This design comes from an exercise in tuning for small area on the open sky130 flow, not from production work. Function was checked by simulation only, so behaviour that the tests miss may differ from the original. No driver is modelled on the clock port, so clocking that relies on it looks cheaper here than on a real chip. Power figures rest on the tool's default switching activity, not on a simulated workload.

==> job 3779 <==
## CloclSystem
module CloclSystem(
    input clk_50m,
    input cr,
    input en,
    input [1:0] clock_set_select,alarm_set_select,
    input alarm_and_ratio_en,
    input confirm,
    input day_set,
    output alarm,
    output is_pm,
    output [6:0] seg,
    output [7:0] pos,
    output [7:0] output_second
    );
Settings: LEC_CHECK=0, CAP_MARGIN=20, CORE_MARGIN=2, CORE_UTILIZATION=75, PLACE_DENSITY=0.85, SLEW_MARGIN=20; clock period 10.0 ns.
standard.sh (not shown) runs the stock make flow with config.mk's settings and CLKGATE_MAP_FILE= SYNTH_SCRIPT=/design/flow/synth_recipe.tcl, a recipe that flattens the netlist after the stock synthesis.
==> flow/flow/run.sh <==
#!/bin/bash
# Own layout flow: the standard ORFS flow, with
#  - synthesis through flow/synth.tcl: the standard synthesis, but no half/full-adder
#    extraction and an area-oriented ABC mapping. Nine ABC scripts (flow/abc_*.abc: eight deepsyn seeds and
#    one quick script) are tried, four at a time, each in a full synthesis run of its own, and the
#    smallest netlist is kept;
#  - port buffers of the smallest buffer cell;
#  - CTS without dummy loads, then clock buffers downsized (flow/post_cts.tcl)
#    while the flip-flop clock-pin slew stays under 108 ps (as estimated after placement).
set -euo pipefail
W=$(pwd)
export FLOW_WORK=$W
ARGS=(SYNTH_SCRIPT=$W/flow/synth.tcl
  "BUFFER_PORTS_ARGS=-buffer_cell sky130_fd_sc_hd__buf_1"
  "CTS_ARGS=-sink_clustering_enable -repair_clock_nets -dont_use_dummy_load"
  POST_CTS_TCL=$W/flow/post_cts.tcl)
R=results/$FLOW_PLATFORM/CloclSystem/base
REP=reports/$FLOW_PLATFORM/CloclSystem/base

# synthesis candidates, four at a time: the first in the standard flow's own work folder, the others beside it
CANDS=(fast)
run_cand() {
  local i=$1 c=${CANDS[$1]}
  if [[ $i == 0 ]]; then
    FLOW_ABC_SCRIPT=$W/flow/abc_$c.abc bash standard.sh "${ARGS[@]}" synth > $W/synth_$c.log 2>&1
  else
    sed "s#WORK_HOME=[^ ]*#WORK_HOME=$W/try_$c#" standard.sh > $W/try_$c.sh
    FLOW_ABC_SCRIPT=$W/flow/abc_$c.abc bash $W/try_$c.sh "${ARGS[@]}" synth > $W/synth_$c.log 2>&1
  fi
}
run_cand 0
wait

wait

area() { awk '/Chip area/ {print $NF}' "$1/$REP/synth_stat.txt"; }
best=$W/orfs
best_area=$(area $W/orfs)
echo "candidate ${CANDS[0]}: $best_area" > $W/synth_pick.log
for c in "${CANDS[@]:1}"; do
  a=$(area $W/try_$c 2>/dev/null || true)
  a=${a:-1e9}
  echo "candidate $c: $a" >> $W/synth_pick.log
  if awk -v a="$a" -v b="$best_area" 'BEGIN {exit !(a < b)}'; then best=$W/try_$c; best_area=$a; fi
done
echo "kept $best ($best_area)" >> $W/synth_pick.log
if [[ $best != $W/orfs ]]; then
  cp $best/$R/1_2_yosys.v $W/orfs/$R/1_2_yosys.v
  cp $best/$REP/synth_stat.txt $W/orfs/$REP/synth_stat.txt
  rm -f $W/orfs/$R/1_synth.odb $W/orfs/$R/1_synth.sdc
fi

bash standard.sh "${ARGS[@]}" finish > $W/flow_make.log 2>&1
==> flow/flow/abc_ds1.abc <==
strash
&get -n
&deepsyn -T 60 -I 4 -S 1
&put
dch -f
amap -F 100 -A 100
==> flow/flow/abc_ds4.abc <==
strash
&get -n
&deepsyn -T 60 -I 4 -S 4
&put
dch -f
amap -F 100 -A 100
==> flow/flow/abc_ds5.abc <==
strash
&get -n
&deepsyn -T 60 -I 4 -S 5
&put
dch -f
amap -F 100 -A 100
==> flow/flow/abc_ds6.abc <==
strash
&get -n
&deepsyn -T 60 -I 4 -S 6
&put
dch -f
amap -F 100 -A 100
==> flow/flow/abc_ds7.abc <==
strash
&get -n
&deepsyn -T 60 -I 4 -S 7
&put
dch -f
amap -F 100 -A 100
==> flow/flow/post_cts.tcl <==
# Downsize clock-tree buffers while the flip-flop clock-pin slew stays well under the limit.
proc my_clk_slew_max {} {
  set m 0.0
  foreach pin [all_registers -clock_pins -edge_triggered] {
    foreach e {rise fall} {
      foreach a {min max} {
        set ps [expr {[sta::time_ui_sta [get_property $pin slew_${a}_$e]] * 1e12}]
        if {$ps > $m} { set m $ps }
      }
    }
  }
  return $m
}
set_propagated_clock [all_clocks]
set my_slew_limit 108.0
set my_order {sky130_fd_sc_hd__clkbuf_1 sky130_fd_sc_hd__clkbuf_2 sky130_fd_sc_hd__clkbuf_4 sky130_fd_sc_hd__buf_6 sky130_fd_sc_hd__clkbuf_8 sky130_fd_sc_hd__clkbuf_16}
estimate_parasitics -placement
puts "post_cts: clock-pin slew before [my_clk_slew_max] ps"
# leaf buffers first, then the buffers nearer the root
set my_bufs {}
foreach inst [[ord::get_db_block] getInsts] {
  if {[string match "clkbuf_*" [$inst getName]]} { lappend my_bufs $inst }
}
set my_bufs [lsort -decreasing -command {apply {{a b} {string compare [$a getName] [$b getName]}}} $my_bufs]
foreach inst $my_bufs {
  set name [$inst getName]
  set cur [[$inst getMaster] getName]
  if {![string match "sky130_fd_sc_hd__clkbuf_*" $cur] || ![string match "clkbuf_*" $name]} { continue }
  foreach cand $my_order {
    if {$cand eq $cur} { break }
    replace_cell $name $cand
    estimate_parasitics -placement
    if {[my_clk_slew_max] <= $my_slew_limit && [sta::max_slew_violation_count] == 0 && [sta::max_capacitance_violation_count] == 0} {
      puts "post_cts: $name $cur -> $cand"
      set cur $cand
      break
    }
    replace_cell $name $cur
  }
}
estimate_parasitics -placement
puts "post_cts: clock-pin slew after [my_clk_slew_max] ps"
detailed_placement
Other scripts of this flow, unchanged in this note and not shown: flow/flow/abc_ds0.abc, flow/flow/abc_ds2.abc, flow/flow/abc_ds3.abc, flow/flow/abc_fast.abc, flow/flow/synth.tcl
==> job 370: changes against job 3779 <==
--- a/flow/design.v
+++ b/flow/design.v
@@ -40,12 +40,11 @@
             dj[3] <= dj[3] ^ (a_end & dj[0] & (dj[3] | (dj[1] & dj[2])));
             dh <= dh ^ (a_end & j9);
         end
     reg [3:0] su, mu;
     reg [2:0] st, mt;
-    reg hp;              
-    reg [3:0] hr;        
+    reg [4:0] hb;        
     wire sec_clr = ~clock_set_select[1] & clock_set_select[0] & confirm;
     wire su9 = su[3] & su[0];
     wire st5 = st[2] & st[0];
     wire mu9 = mu[3] & mu[0];
     wire mt5 = mt[2] & mt[0];
@@ -83,24 +82,17 @@
             mt[1] <= mt[1] ^ (emt & mt[0] & ~mt[2]);
             mt[2] <= mt[2] ^ (emt & mt[0] & (mt[2] | mt[1]));
         end
     wire eh = tick_1hz & hour_en;
     always @(posedge clk_50m or negedge cr)
-        if (!cr) begin
-            hr <= 4'd0;
-            hp <= 1'b0;
-        end else if (eh) begin
-            if (hr == 4'd11) begin
-                hr <= 4'd0;
-                hp <= ~hp;
-            end else
-                hr <= hr + 4'd1;
-        end
+        if (!cr)
+            hb <= 5'd0;
+        else if (eh)
+            hb <= (hb == 5'd23) ? 5'd0 : hb + 5'd1;
     reg [3:0] amu;
     reg [2:0] amt;
-    reg ahp;             
-    reg [3:0] ahr;       
+    reg [4:0] ahb;       
     wire eam = tick_1hz & en & confirm & ~alarm_set_select[1] & alarm_set_select[0];
     wire eah = tick_1hz & en & confirm & alarm_set_select[1] & ~alarm_set_select[0];
     wire eamt = eam & amu[3] & amu[0];
     always @(posedge clk_50m or negedge cr)
         if (!cr) begin
@@ -114,27 +106,23 @@
             amt[0] <= amt[0] ^ eamt;
             amt[1] <= amt[1] ^ (eamt & amt[0] & ~amt[2]);
             amt[2] <= amt[2] ^ (eamt & amt[0] & (amt[2] | amt[1]));
         end
     always @(posedge clk_50m or negedge cr)
-        if (!cr) begin
-            ahr <= 4'd0;
-            ahp <= 1'b0;
-        end else if (eah) begin
-            if (ahr == 4'd11) begin
-                ahr <= 4'd0;
-                ahp <= ~ahp;
-            end else
-                ahr <= ahr + 4'd1;
-        end
-    wire eq = ({hp, hr, mt, mu} == {ahp, ahr, amt, amu});
+        if (!cr)
+            ahb <= 5'd0;
+        else if (eah)
+            ahb <= (ahb == 5'd23) ? 5'd0 : ahb + 5'd1;
+    wire eq = ({hb, mt, mu} == {ahb, amt, amu});
     reg [4:0] ch;
-    wire [4:0] hch = day_set ? ((hr == 4'd0) ? 5'd12 : {1'b0, hr}) : ({1'b0, hr} + {1'b0, hp, hp, 2'b00});
+    wire [4:0] hbin = hb;
+    wire [4:0] h12 = (hbin == 5'd0) ? 5'd12 : (hbin > 5'd12) ? hbin - 5'd12 : hbin;
+    wire [4:0] hch = day_set ? h12 : hbin;
     wire top_of_hour = ~(|{mt, mu, st, su});
     wire ch_nz = |ch;
     wire ech = tick_1hz & en;
-    wire ch_load = ech & top_of_hour & (day_set | hp | (|hr));
+    wire ch_load = ech & top_of_hour & (day_set | (|hb));
     always @(posedge clk_50m or negedge cr)
         if (!cr)
             ch <= 5'd0;
         else if (ch_load)
             ch <= hch;
@@ -146,15 +134,14 @@
     wire amode = alarm_set_select[0] ^ alarm_set_select[1];
     wire [3:0] dsu = amode ? 4'd0 : su;
     wire [2:0] dst = amode ? 3'd0 : st;
     wire [3:0] dmu = amode ? amu : mu;
     wire [2:0] dmt = amode ? amt : mt;
-    wire [3:0] dhr = amode ? ahr : hr;
-    wire dhp = amode ? ahp : hp;
+    wire [4:0] dhb = amode ? ahb : hb;
     assign output_second = {1'b0, dst, dsu};
-    assign is_pm = day_set & dhp;
-    wire [4:0] dv = day_set ? ((dhr == 4'd0) ? 5'd12 : {1'b0, dhr}) : ({1'b0, dhr} + {1'b0, dhp, dhp, 2'b00});
+    assign is_pm = day_set & (dhb >= 5'd12);
+    wire [4:0] dv = ~day_set ? dhb : (dhb == 5'd0) ? 5'd12 : (dhb > 5'd12) ? dhb - 5'd12 : dhb;
     wire [1:0] ht12 = (dv >= 5'd20) ? 2'd2 : (dv >= 5'd10) ? 2'd1 : 2'd0;
     wire [4:0] hu12w = dv - {ht12[1], ht12[0], ht12[1], ht12[0], 1'b0};
     wire [3:0] hu12 = hu12w[3:0];
     reg [2:0] sc;
     always @(posedge clk_50m or negedge cr)
==> flow/flow/run.sh (replaced) <==
#!/bin/bash
# Own layout flow: the standard ORFS flow, with
#  - synthesis through flow/synth.tcl: the standard synthesis, but no half/full-adder
#    extraction and an area-oriented ABC mapping. Four ABC scripts (flow/abc_*.abc) are tried
#    in parallel, each in a full synthesis run of its own, and the smallest netlist is kept;
#  - port buffers of the smallest buffer cell;
#  - CTS without dummy loads, then clock buffers downsized (flow/post_cts.tcl)
#    while the flip-flop clock-pin slew stays under 120 ps.
set -euo pipefail
W=$(pwd)
export FLOW_WORK=$W
ARGS=(SYNTH_SCRIPT=$W/flow/synth.tcl
  "BUFFER_PORTS_ARGS=-buffer_cell sky130_fd_sc_hd__buf_1"
  "CTS_ARGS=-sink_clustering_enable -repair_clock_nets -dont_use_dummy_load"
  POST_CTS_TCL=$W/flow/post_cts.tcl)
R=results/$FLOW_PLATFORM/CloclSystem/base
REP=reports/$FLOW_PLATFORM/CloclSystem/base

# synthesis candidates: the first in the standard flow's own work folder, the others beside it
CANDS=(ds0 ds2 ds3 fast)
for i in "${!CANDS[@]}"; do
  c=${CANDS[$i]}
  if [[ $i == 0 ]]; then
    FLOW_ABC_SCRIPT=$W/flow/abc_$c.abc bash standard.sh "${ARGS[@]}" synth > $W/synth_$c.log 2>&1 &
  else
    sed "s#WORK_HOME=[^ ]*#WORK_HOME=$W/try_$c#" standard.sh > $W/try_$c.sh
    FLOW_ABC_SCRIPT=$W/flow/abc_$c.abc bash $W/try_$c.sh "${ARGS[@]}" synth > $W/synth_$c.log 2>&1 &
  fi
done
wait

area() { awk '/Chip area/ {print $NF}' "$1/$REP/synth_stat.txt"; }
best=$W/orfs
best_area=$(area $W/orfs)
echo "candidate ${CANDS[0]}: $best_area" > $W/synth_pick.log
for c in "${CANDS[@]:1}"; do
  a=$(area $W/try_$c || echo 1e9)
  echo "candidate $c: $a" >> $W/synth_pick.log
  if awk -v a="$a" -v b="$best_area" 'BEGIN {exit !(a < b)}'; then best=$W/try_$c; best_area=$a; fi
done
echo "kept $best ($best_area)" >> $W/synth_pick.log
if [[ $best != $W/orfs ]]; then
  cp $best/$R/1_2_yosys.v $W/orfs/$R/1_2_yosys.v
  cp $best/$REP/synth_stat.txt $W/orfs/$REP/synth_stat.txt
  rm -f $W/orfs/$R/1_synth.odb $W/orfs/$R/1_synth.sdc
fi

bash standard.sh "${ARGS[@]}" finish > $W/flow_make.log 2>&1
--- a/flow/flow/post_cts.tcl
+++ b/flow/flow/post_cts.tcl
@@ -10,11 +10,11 @@
     }
   }
   return $m
 }
 set_propagated_clock [all_clocks]
-set my_slew_limit 108.0
+set my_slew_limit 120.0
 set my_order {sky130_fd_sc_hd__clkbuf_1 sky130_fd_sc_hd__clkbuf_2 sky130_fd_sc_hd__clkbuf_4 sky130_fd_sc_hd__buf_6 sky130_fd_sc_hd__clkbuf_8 sky130_fd_sc_hd__clkbuf_16}
 estimate_parasitics -placement
 puts "post_cts: clock-pin slew before [my_clk_slew_max] ps"
 # leaf buffers first, then the buffers nearer the root
 set my_bufs {}
- CORE_UTILIZATION: 75 -> 60
- PLACE_DENSITY: 0.85 -> 0.75
removed: flow/flow/abc_ds1.abc
removed: flow/flow/abc_ds4.abc
removed: flow/flow/abc_ds5.abc
removed: flow/flow/abc_ds6.abc
removed: flow/flow/abc_ds7.abc
==> job 2051: changes against job 3779 <==
--- a/flow/design.v
+++ b/flow/design.v
@@ -40,12 +40,11 @@
             dj[3] <= dj[3] ^ (a_end & dj[0] & (dj[3] | (dj[1] & dj[2])));
             dh <= dh ^ (a_end & j9);
         end
     reg [3:0] su, mu;
     reg [2:0] st, mt;
-    reg hp;              
-    reg [3:0] hr;        
+    reg [4:0] hb;        
     wire sec_clr = ~clock_set_select[1] & clock_set_select[0] & confirm;
     wire su9 = su[3] & su[0];
     wire st5 = st[2] & st[0];
     wire mu9 = mu[3] & mu[0];
     wire mt5 = mt[2] & mt[0];
@@ -83,24 +82,17 @@
             mt[1] <= mt[1] ^ (emt & mt[0] & ~mt[2]);
             mt[2] <= mt[2] ^ (emt & mt[0] & (mt[2] | mt[1]));
         end
     wire eh = tick_1hz & hour_en;
     always @(posedge clk_50m or negedge cr)
-        if (!cr) begin
-            hr <= 4'd0;
-            hp <= 1'b0;
-        end else if (eh) begin
-            if (hr == 4'd11) begin
-                hr <= 4'd0;
-                hp <= ~hp;
-            end else
-                hr <= hr + 4'd1;
-        end
+        if (!cr)
+            hb <= 5'd0;
+        else if (eh)
+            hb <= (hb == 5'd23) ? 5'd0 : hb + 5'd1;
     reg [3:0] amu;
     reg [2:0] amt;
-    reg ahp;             
-    reg [3:0] ahr;       
+    reg [4:0] ahb;       
     wire eam = tick_1hz & en & confirm & ~alarm_set_select[1] & alarm_set_select[0];
     wire eah = tick_1hz & en & confirm & alarm_set_select[1] & ~alarm_set_select[0];
     wire eamt = eam & amu[3] & amu[0];
     always @(posedge clk_50m or negedge cr)
         if (!cr) begin
@@ -114,27 +106,23 @@
             amt[0] <= amt[0] ^ eamt;
             amt[1] <= amt[1] ^ (eamt & amt[0] & ~amt[2]);
             amt[2] <= amt[2] ^ (eamt & amt[0] & (amt[2] | amt[1]));
         end
     always @(posedge clk_50m or negedge cr)
-        if (!cr) begin
-            ahr <= 4'd0;
-            ahp <= 1'b0;
-        end else if (eah) begin
-            if (ahr == 4'd11) begin
-                ahr <= 4'd0;
-                ahp <= ~ahp;
-            end else
-                ahr <= ahr + 4'd1;
-        end
-    wire eq = ({hp, hr, mt, mu} == {ahp, ahr, amt, amu});
+        if (!cr)
+            ahb <= 5'd0;
+        else if (eah)
+            ahb <= (ahb == 5'd23) ? 5'd0 : ahb + 5'd1;
+    wire eq = ({hb, mt, mu} == {ahb, amt, amu});
     reg [4:0] ch;
-    wire [4:0] hch = day_set ? ((hr == 4'd0) ? 5'd12 : {1'b0, hr}) : ({1'b0, hr} + {1'b0, hp, hp, 2'b00});
+    wire [4:0] hbin = hb;
+    wire [4:0] h12 = (hbin == 5'd0) ? 5'd12 : (hbin > 5'd12) ? hbin - 5'd12 : hbin;
+    wire [4:0] hch = day_set ? h12 : hbin;
     wire top_of_hour = ~(|{mt, mu, st, su});
     wire ch_nz = |ch;
     wire ech = tick_1hz & en;
-    wire ch_load = ech & top_of_hour & (day_set | hp | (|hr));
+    wire ch_load = ech & top_of_hour & (day_set | (|hb));
     always @(posedge clk_50m or negedge cr)
         if (!cr)
             ch <= 5'd0;
         else if (ch_load)
             ch <= hch;
@@ -146,15 +134,14 @@
     wire amode = alarm_set_select[0] ^ alarm_set_select[1];
     wire [3:0] dsu = amode ? 4'd0 : su;
     wire [2:0] dst = amode ? 3'd0 : st;
     wire [3:0] dmu = amode ? amu : mu;
     wire [2:0] dmt = amode ? amt : mt;
-    wire [3:0] dhr = amode ? ahr : hr;
-    wire dhp = amode ? ahp : hp;
+    wire [4:0] dhb = amode ? ahb : hb;
     assign output_second = {1'b0, dst, dsu};
-    assign is_pm = day_set & dhp;
-    wire [4:0] dv = day_set ? ((dhr == 4'd0) ? 5'd12 : {1'b0, dhr}) : ({1'b0, dhr} + {1'b0, dhp, dhp, 2'b00});
+    assign is_pm = day_set & (dhb >= 5'd12);
+    wire [4:0] dv = ~day_set ? dhb : (dhb == 5'd0) ? 5'd12 : (dhb > 5'd12) ? dhb - 5'd12 : dhb;
     wire [1:0] ht12 = (dv >= 5'd20) ? 2'd2 : (dv >= 5'd10) ? 2'd1 : 2'd0;
     wire [4:0] hu12w = dv - {ht12[1], ht12[0], ht12[1], ht12[0], 1'b0};
     wire [3:0] hu12 = hu12w[3:0];
     reg [2:0] sc;
     always @(posedge clk_50m or negedge cr)
==> flow/flow/run.sh (replaced) <==
#!/bin/bash
# Own layout flow: the standard ORFS flow, with
#  - synthesis through flow/synth.tcl: the standard synthesis, but no half/full-adder
#    extraction and an area-oriented ABC mapping. Four ABC scripts (flow/abc_*.abc) are tried
#    in parallel, each in a full synthesis run of its own, and the smallest netlist is kept;
#  - port buffers of the smallest buffer cell;
#  - CTS without dummy loads, then clock buffers downsized (flow/post_cts.tcl)
#    while the flip-flop clock-pin slew stays under 115 ps.
set -euo pipefail
W=$(pwd)
export FLOW_WORK=$W
ARGS=(SYNTH_SCRIPT=$W/flow/synth.tcl
  "BUFFER_PORTS_ARGS=-buffer_cell sky130_fd_sc_hd__buf_1"
  "CTS_ARGS=-sink_clustering_enable -repair_clock_nets -dont_use_dummy_load"
  POST_CTS_TCL=$W/flow/post_cts.tcl)
R=results/$FLOW_PLATFORM/CloclSystem/base
REP=reports/$FLOW_PLATFORM/CloclSystem/base

# synthesis candidates: the first in the standard flow's own work folder, the others beside it
CANDS=(ds0 ds2 ds3 fast)
for i in "${!CANDS[@]}"; do
  c=${CANDS[$i]}
  if [[ $i == 0 ]]; then
    FLOW_ABC_SCRIPT=$W/flow/abc_$c.abc bash standard.sh "${ARGS[@]}" synth > $W/synth_$c.log 2>&1 &
  else
    sed "s#WORK_HOME=[^ ]*#WORK_HOME=$W/try_$c#" standard.sh > $W/try_$c.sh
    FLOW_ABC_SCRIPT=$W/flow/abc_$c.abc bash $W/try_$c.sh "${ARGS[@]}" synth > $W/synth_$c.log 2>&1 &
  fi
done
wait

area() { awk '/Chip area/ {print $NF}' "$1/$REP/synth_stat.txt"; }
best=$W/orfs
best_area=$(area $W/orfs)
echo "candidate ${CANDS[0]}: $best_area" > $W/synth_pick.log
for c in "${CANDS[@]:1}"; do
  a=$(area $W/try_$c || echo 1e9)
  echo "candidate $c: $a" >> $W/synth_pick.log
  if awk -v a="$a" -v b="$best_area" 'BEGIN {exit !(a < b)}'; then best=$W/try_$c; best_area=$a; fi
done
echo "kept $best ($best_area)" >> $W/synth_pick.log
if [[ $best != $W/orfs ]]; then
  cp $best/$R/1_2_yosys.v $W/orfs/$R/1_2_yosys.v
  cp $best/$REP/synth_stat.txt $W/orfs/$REP/synth_stat.txt
  rm -f $W/orfs/$R/1_synth.odb $W/orfs/$R/1_synth.sdc
fi

bash standard.sh "${ARGS[@]}" finish > $W/flow_make.log 2>&1
--- a/flow/flow/post_cts.tcl
+++ b/flow/flow/post_cts.tcl
@@ -10,12 +10,12 @@
     }
   }
   return $m
 }
 set_propagated_clock [all_clocks]
-set my_slew_limit 108.0
-set my_order {sky130_fd_sc_hd__clkbuf_1 sky130_fd_sc_hd__clkbuf_2 sky130_fd_sc_hd__clkbuf_4 sky130_fd_sc_hd__buf_6 sky130_fd_sc_hd__clkbuf_8 sky130_fd_sc_hd__clkbuf_16}
+set my_slew_limit 115.0
+set my_order {sky130_fd_sc_hd__clkbuf_1 sky130_fd_sc_hd__clkbuf_2 sky130_fd_sc_hd__clkbuf_4 sky130_fd_sc_hd__clkbuf_8 sky130_fd_sc_hd__clkbuf_16}
 estimate_parasitics -placement
 puts "post_cts: clock-pin slew before [my_clk_slew_max] ps"
 # leaf buffers first, then the buffers nearer the root
 set my_bufs {}
 foreach inst [[ord::get_db_block] getInsts] {
- CORE_UTILIZATION: 75 -> 40
- PLACE_DENSITY: 0.85 -> 0.6
removed: flow/flow/abc_ds1.abc
removed: flow/flow/abc_ds4.abc
removed: flow/flow/abc_ds5.abc
removed: flow/flow/abc_ds6.abc
removed: flow/flow/abc_ds7.abc
==> job 1940: changes against job 3779 <==
--- a/flow/flow/run.sh
+++ b/flow/flow/run.sh
@@ -16,23 +16,23 @@
   POST_CTS_TCL=$W/flow/post_cts.tcl)
 R=results/$FLOW_PLATFORM/CloclSystem/base
 REP=reports/$FLOW_PLATFORM/CloclSystem/base
 
 # synthesis candidates, four at a time: the first in the standard flow's own work folder, the others beside it
-CANDS=(fast)
+CANDS=(ds0 ds2 ds4 ds6 ds1 ds3 ds5 ds7 fast)
 run_cand() {
   local i=$1 c=${CANDS[$1]}
   if [[ $i == 0 ]]; then
     FLOW_ABC_SCRIPT=$W/flow/abc_$c.abc bash standard.sh "${ARGS[@]}" synth > $W/synth_$c.log 2>&1
   else
     sed "s#WORK_HOME=[^ ]*#WORK_HOME=$W/try_$c#" standard.sh > $W/try_$c.sh
     FLOW_ABC_SCRIPT=$W/flow/abc_$c.abc bash $W/try_$c.sh "${ARGS[@]}" synth > $W/synth_$c.log 2>&1
   fi
 }
-run_cand 0
+for i in 0 1 2 3; do run_cand $i & done
 wait
-
+for i in 4 5 6 7 8; do run_cand $i & done
 wait
 
 area() { awk '/Chip area/ {print $NF}' "$1/$REP/synth_stat.txt"; }
 best=$W/orfs
 best_area=$(area $W/orfs)
- CORE_UTILIZATION: 75 -> 60
- PLACE_DENSITY: 0.85 -> 0.75
==> qor summary <==
item                                                               job 2051   job 3779   job 1940    job 370
Wire length on met3                                                  427 um     630 um     605 um     448 um
Multi-input logic portion of the cell area                            42.9%      43.1%      42.0%      42.9%
Final weighted congestion of routability-driven global placement      0.905      0.976      0.985      0.910
Portion of total power attributed to sequential cells                 59.1%      59.5%      61.4%      59.0%
Most common cell in the synthesized netlist                          nor2_1     nor2_1   clkinv_1     nor2_1
Share of the synthesized area in compound gates (AO/OA/AOI/OAI)       24.3%      24.6%      25.1%      24.5%
Post-Synthesis Cells                                                    370        371        348        375
Post-synth cell types                                                    35         36         30         31
Top achievable clock speed                                          133 MHz    117 MHz    141 MHz    125 MHz
Fraction of power spent switching nets                                27.4%      28.2%      26.0%      28.8%
Vias in the first global route                                         2484       2634       2373       2470
Vias                                                                   2728       2887       2637       2802
Layout overhead on the synthesized area                               10.7%      8.38%      8.89%      8.57%
Area used by multi-input combinational logic                       1340 um2   1300 um2   1230 um2   1300 um2
Endpoint arrival time on the critical path                          5510 ps    6530 ps    5100 ps    6020 ps
Finished layout cell area                                          3120 um2   3030 um2   2940 um2   3030 um2
Cell at the slowest stage of the critical path                     o311ai_0    o22ai_1    o22ai_1   o311ai_0
Status                                     no timing/DRC/antenna violations  no timing/DRC/antenna violations  no timing/DRC/antenna violations  no timing/DRC/antenna violations
# fillers                                                               708        224        387        385
Final nets                                                              419        420        397        424
Most prevalent standard cell on the critical path                  clkinv_1     nor2_1   clkinv_1          -
Clk cell area share                                                   1.69%      1.49%      1.57%      1.49%
Post-synthesis instance area                                       2820 um2   2790 um2   2700 um2   2790 um2
Die ar.                                                            7730 um2   4230 um2   5060 um2   5210 um2
Worst slew pin tran                                                  757 ps     739 ps     676 ps     726 ps
Combinational power                                               0.0478 mW  0.0483 mW  0.0380 mW  0.0494 mW
Worst-path fanout max                                                    15         18         15         16

## what the ideal ports hide
No port has a modelled driver above. Below, the same layouts with a new extraction and two added sets of constraints. Step 1: set_driving_cell puts a clkbuf_16 on clk_50m and a buf_2 on each other input, an assumption about the parent block. Step 2 adds t to the input delays and takes it off the output delays; t is the mean of the earliest and latest rising clock arrival at the registers after step 1. Input paths then give back, and output paths get back, about the clock's delay inside the block. Three values: no drivers, after step 1, after step 2; two values: the first two.
run	shift t [ns]	setup slack, ns	worst data-port slew with drivers (ns)
job 3779	0.565	1.465 / 1.427 / 1.427	0.04
job 370	0.588	1.976 / 1.952 / 1.952	0.03
job 2051	0.542	2.486 / 2.465 / 2.465	0.03
job 1940	0.394	2.903 / 2.879 / 2.879	0.03
After both steps setup and hold are still met in every run listed. The setup slack of job 3779, which loses most, moves by -0.038 ns with the drivers and by -0.038 ns with both steps.
